Source: an optimization exercise on an open RTL-to-GDS flow (aim: small area). Production flows keep margins and buffers that such runs may drop. Power and IR drop assume default switching activity.

==> flow/design.v <==
module DFT( output [31:0] real_value,
            output [31:0] imag_value,
            input [7:0] in,
            input clk, rst );
function [21:0] raddl;
  input [20:0] a, b;
  input ci;
  integer i;
  reg c;
  begin
    c = ci;
    for (i = 0; i < 21; i = i + 1) begin
      raddl[i] = a[i] ^ b[i] ^ c;
      c = (a[i] & b[i]) | (a[i] & c) | (b[i] & c);
    end
    raddl[21] = c;
  end
endfunction
function [4:0] raddh0;
  input [4:0] a, b;
  integer i;
  reg c;
  begin
    c = 1'b0;
    for (i = 0; i < 5; i = i + 1) begin
      raddh0[i] = a[i] ^ b[i] ^ c;
      c = (a[i] & b[i]) | (a[i] & c) | (b[i] & c);
    end
  end
endfunction
function [4:0] raddh1;
  input [4:0] a, b;
  integer i;
  reg c;
  begin
    c = 1'b1;
    for (i = 0; i < 5; i = i + 1) begin
      raddh1[i] = a[i] ^ b[i] ^ c;
      c = (a[i] & b[i]) | (a[i] & c) | (b[i] & c);
    end
  end
endfunction
function [25:0] radd;
  input [25:0] a, b;
  input ci;
  reg [21:0] l;
  begin
    l = raddl(a[20:0], b[20:0], ci);
    radd = {l[21] ? raddh1(a[25:21], b[25:21]) : raddh0(a[25:21], b[25:21]), l[20:0]};
  end
endfunction
function [8:0] radd9;
  input [8:0] a, b;
  input ci;
  integer i;
  reg c;
  begin
    c = ci;
    for (i = 0; i < 9; i = i + 1) begin
      radd9[i] = a[i] ^ b[i] ^ c;
      c = (a[i] & b[i]) | (a[i] & c) | (b[i] & c);
    end
  end
endfunction
function [22:0] tab;
  input [2:0] c;
  input [2:0] d;
  begin
    case (c)
      3'd1: case (d) 3'd1: tab = 23'd1048576; 3'd2: tab = 23'd2097152; 3'd3: tab = 23'd3145728; 3'd4: tab = 23'd4194304; default: tab = 23'd0; endcase
      3'd2: case (d) 3'd1: tab = 23'd968758; 3'd2: tab = 23'd1937516; 3'd3: tab = 23'd2906274; 3'd4: tab = 23'd3875032; default: tab = 23'd0; endcase
      3'd3: case (d) 3'd1: tab = 23'd741456; 3'd2: tab = 23'd1482912; 3'd3: tab = 23'd2224368; 3'd4: tab = 23'd2965824; default: tab = 23'd0; endcase
      3'd4: case (d) 3'd1: tab = 23'd741455; 3'd2: tab = 23'd1482910; 3'd3: tab = 23'd2224365; 3'd4: tab = 23'd2965820; default: tab = 23'd0; endcase
      3'd5: case (d) 3'd1: tab = 23'd401272; 3'd2: tab = 23'd802544; 3'd3: tab = 23'd1203816; 3'd4: tab = 23'd1605088; default: tab = 23'd0; endcase
      3'd6: case (d) 3'd1: tab = 23'd401273; 3'd2: tab = 23'd802546; 3'd3: tab = 23'd1203819; 3'd4: tab = 23'd1605092; default: tab = 23'd0; endcase
      default: tab = 23'd0;
    endcase
  end
endfunction
reg [7:0] lo [0:7];    
reg [7:0] hi [0:7];    
reg [4:0] j;           
reg [3:0] k;           
reg ld;                
reg [25:0] accr, acci;
reg [25:0] outr, outi;
wire ldA = ld & ~k[0] & j[4] & j[0];
wire ldB = ld &  k[0] & ~j[4] & ~j[3] & j[0];
wire ldC = ld &  k[0] & ~j[4] &  j[3] & j[0];
wire ldD = ld &  k[0] &  j[4] & j[0];
integer q;
always @(posedge clk) begin
  lo[0] <= ldA ? in : lo[7];
  lo[1] <= ldB ? in : lo[0];
  hi[0] <= ldC ? in : hi[7];
  hi[1] <= ldD ? in : hi[0];
  for (q = 2; q < 8; q = q + 1) begin
    lo[q] <= lo[q-1];
    hi[q] <= hi[q-1];
  end
end
always @(posedge clk) begin
  if (rst) begin
    j <= 5'd16;
    k <= 4'd14;
    ld <= 1'b1;
  end else if (j == 5'd23) begin
    j <= 5'd0;
    k <= k + 4'd1;
    if (k == 4'd15) ld <= 1'b0;
  end else begin
    j <= j + 5'd1;
  end
end
wire [7:0] a = lo[7];
wire [7:0] b = hi[7];
wire kn0 = k[0] ^ (j == 5'd23);    
wire [8:0] un = radd9({a[7], a}, {b[7], b} ^ {9{kn0}}, kn0);
reg [2:0] n;
always @(*) begin
  case (j[2:0])
    3'd0: n = 3'd3;
    3'd1: n = 3'd4;
    3'd2: n = 3'd0;
    3'd3: n = 3'd5;
    3'd4: n = 3'd1;
    3'd5: n = 3'd6;
    3'd6: n = 3'd2;
    3'd7: n = 3'd7;
  endcase
end
reg [3:0] g;
wire [1:0] pn = (j == 5'd23) ? 2'd0 : (j == 5'd7) ? 2'd1 : (j == 5'd15) ? 2'd2 : j[4:3];
always @(*) begin
  case (pn)
    2'd0: g = {un[2:0], 1'b0};
    2'd1: g = un[5:2];
    default: g = un[8:5];
  endcase
end
reg [2:0] dmn;
reg dnn;
always @(*) begin
  case (g)
    4'd0: begin dmn = 3'd0; dnn = 1'b0; end
    4'd1: begin dmn = 3'd1; dnn = 1'b0; end
    4'd2: begin dmn = 3'd1; dnn = 1'b0; end
    4'd3: begin dmn = 3'd2; dnn = 1'b0; end
    4'd4: begin dmn = 3'd2; dnn = 1'b0; end
    4'd5: begin dmn = 3'd3; dnn = 1'b0; end
    4'd6: begin dmn = 3'd3; dnn = 1'b0; end
    4'd7: begin dmn = 3'd4; dnn = 1'b0; end
    4'd8: begin dmn = 3'd4; dnn = 1'b1; end
    4'd9: begin dmn = 3'd3; dnn = 1'b1; end
    4'd10: begin dmn = 3'd3; dnn = 1'b1; end
    4'd11: begin dmn = 3'd2; dnn = 1'b1; end
    4'd12: begin dmn = 3'd2; dnn = 1'b1; end
    4'd13: begin dmn = 3'd1; dnn = 1'b1; end
    4'd14: begin dmn = 3'd1; dnn = 1'b1; end
    4'd15: begin dmn = 3'd0; dnn = 1'b0; end
  endcase
end
reg [2:0] dm;
reg dn;
always @(posedge clk) begin
  dm <= dmn;
  dn <= dnn;
end
wire [3:0] m = ({4{n[0]}} & k) + ({4{n[1]}} & {k[2:0], 1'b0}) + ({4{n[2]}} & {k[1:0], 2'b00});
wire altc = k[0] & n[1];
wire alt_r = altc & (n[2] == (k[1] ^ k[2]));
wire alt_i = altc & (n[2] != (k[1] ^ k[2]));
reg [2:0] rcn, icn;
reg rsn, isn;
always @(*) begin
  case (m)
    4'd0: begin rsn = 1'b0; rcn = 3'd1; isn = 1'b0; icn = 3'd0; end
    4'd1: begin rsn = 1'b0; rcn = 3'd2; isn = 1'b1; icn = (alt_i ? 3'd6 : 3'd5); end
    4'd2: begin rsn = 1'b0; rcn = (alt_r ? 3'd4 : 3'd3); isn = 1'b1; icn = (alt_i ? 3'd4 : 3'd3); end
    4'd3: begin rsn = 1'b0; rcn = (alt_r ? 3'd6 : 3'd5); isn = 1'b1; icn = 3'd2; end
    4'd4: begin rsn = 1'b0; rcn = 3'd0; isn = 1'b1; icn = 3'd1; end
    4'd5: begin rsn = 1'b1; rcn = (alt_r ? 3'd6 : 3'd5); isn = 1'b1; icn = 3'd2; end
    4'd6: begin rsn = 1'b1; rcn = (alt_r ? 3'd4 : 3'd3); isn = 1'b1; icn = (alt_i ? 3'd4 : 3'd3); end
    4'd7: begin rsn = 1'b1; rcn = 3'd2; isn = 1'b1; icn = (alt_i ? 3'd6 : 3'd5); end
    4'd8: begin rsn = 1'b1; rcn = 3'd1; isn = 1'b0; icn = 3'd0; end
    4'd9: begin rsn = 1'b1; rcn = 3'd2; isn = 1'b0; icn = (alt_i ? 3'd6 : 3'd5); end
    4'd10: begin rsn = 1'b1; rcn = (alt_r ? 3'd4 : 3'd3); isn = 1'b0; icn = (alt_i ? 3'd4 : 3'd3); end
    4'd11: begin rsn = 1'b1; rcn = (alt_r ? 3'd6 : 3'd5); isn = 1'b0; icn = 3'd2; end
    4'd12: begin rsn = 1'b0; rcn = 3'd0; isn = 1'b0; icn = 3'd1; end
    4'd13: begin rsn = 1'b0; rcn = (alt_r ? 3'd6 : 3'd5); isn = 1'b0; icn = 3'd2; end
    4'd14: begin rsn = 1'b0; rcn = (alt_r ? 3'd4 : 3'd3); isn = 1'b0; icn = (alt_i ? 3'd4 : 3'd3); end
    4'd15: begin rsn = 1'b0; rcn = 3'd2; isn = 1'b0; icn = (alt_i ? 3'd6 : 3'd5); end
  endcase
end
wire [2:0] rc = rcn, ic = icn;
wire rs = rsn, is = isn;
wire [22:0] mr = tab(rc, dm);
wire [22:0] mi = tab(ic, dm);
wire nr = dn ^ rs;
wire ni = dn ^ is;
wire first = (j == 5'd0);
wire shift = (j == 5'd8) | (j == 5'd16);
wire [25:0] br = first ? 26'd0  : shift ? {{3{accr[25]}}, accr[25:3]} : accr;
wire [25:0] bi = first ? 26'd63 : shift ? {{3{acci[25]}}, acci[25:3]} : acci;
wire [25:0] sr = radd(br, {3'd0, mr} ^ {26{nr}}, nr);
wire [25:0] si = radd(bi, {3'd0, mi} ^ {26{ni}}, ni);
always @(posedge clk) begin
  accr <= sr;
  acci <= si;
  if (j == 5'd23) begin
    outr <= sr[25:0];
    outi <= si[25:0];
  end
end
assign real_value = {{3{outr[25]}}, outr, 3'b000};
assign imag_value = {{3{outi[25]}}, outi, 3'b000};
endmodule
clock: 12.0 ns
lec_check: 0
abc_area: 1
cap_margin: 20
core_margin: 2
core_utilization: 60
cts_cluster_diameter: 120
cts_cluster_size: 28
slew_margin: 20
standard.sh (not shown) runs the stock make flow with config.mk's settings and CLKGATE_MAP_FILE= SYNTH_SCRIPT=/design/flow/synth_recipe.tcl, a recipe that flattens the netlist after the stock synthesis.
==> flow/flow/run.sh <==
#!/bin/bash
# The standard layout, with the port buffers made from the smallest buffer cell.
set -euo pipefail
export BUFFER_PORTS_ARGS="-buffer_cell sky130_fd_sc_hd__buf_1"
bash standard.sh > standard.log 2>&1
The starting point produced a clean layout.
Next try:
- CTS_CLUSTER_DIAMETER: 120 -> 80
- CTS_CLUSTER_SIZE: 28 -> 24
What happened: The new run ran to the end with no violations; sequential share of layout area fell by 0.28 points; total power rose by 1.4%; critical path depth fell by 2; clock skew fell by 0.0076 ns; synthesized cell count is unchanged; worst hold slack degrades by 0.0034 ns; flip-flop and latch count is unchanged; core utilization rose by 0.37 points; design area rose by 0.56%; global-route usage rose by 0.22 points; clock-buffer cell count rose by 1.
Function was not checked in any run of this note: the RTL went through the layout flow alone.

separate check: timing with driven ports:
In the flow no input, the clock included, has a driving cell. The finished layouts below were timed again as built, in two steps. Step 1: set_driving_cell puts a clkbuf_16 on clk and a buf_2 on each other input, an assumption about the parent block. Step 2, shift: input delay + t, output delay - t, t = (earliest + latest rising clock arrival at the registers) / 2. This alone moves slack from input paths to output paths. Slacks: ideal / step 1 / step 2; pairs: ideal / step 1.
run | t, ns | setup slack, ns | hold WS [ns] | clock arrival spread, ns | slew at the worst register clock pin (ns)
the first run | 0.512 | 0.565 / 0.565 / 0.565 | 0.323 / 0.323 / 0.323 | 0.021 / 0.021 | 0.12 / 0.12
the second run | 0.513 | 0.552 / 0.552 / 0.552 | 0.319 / 0.319 / 0.319 | 0.012 / 0.012 | 0.09 / 0.09
After both steps every run listed still meets setup and hold.
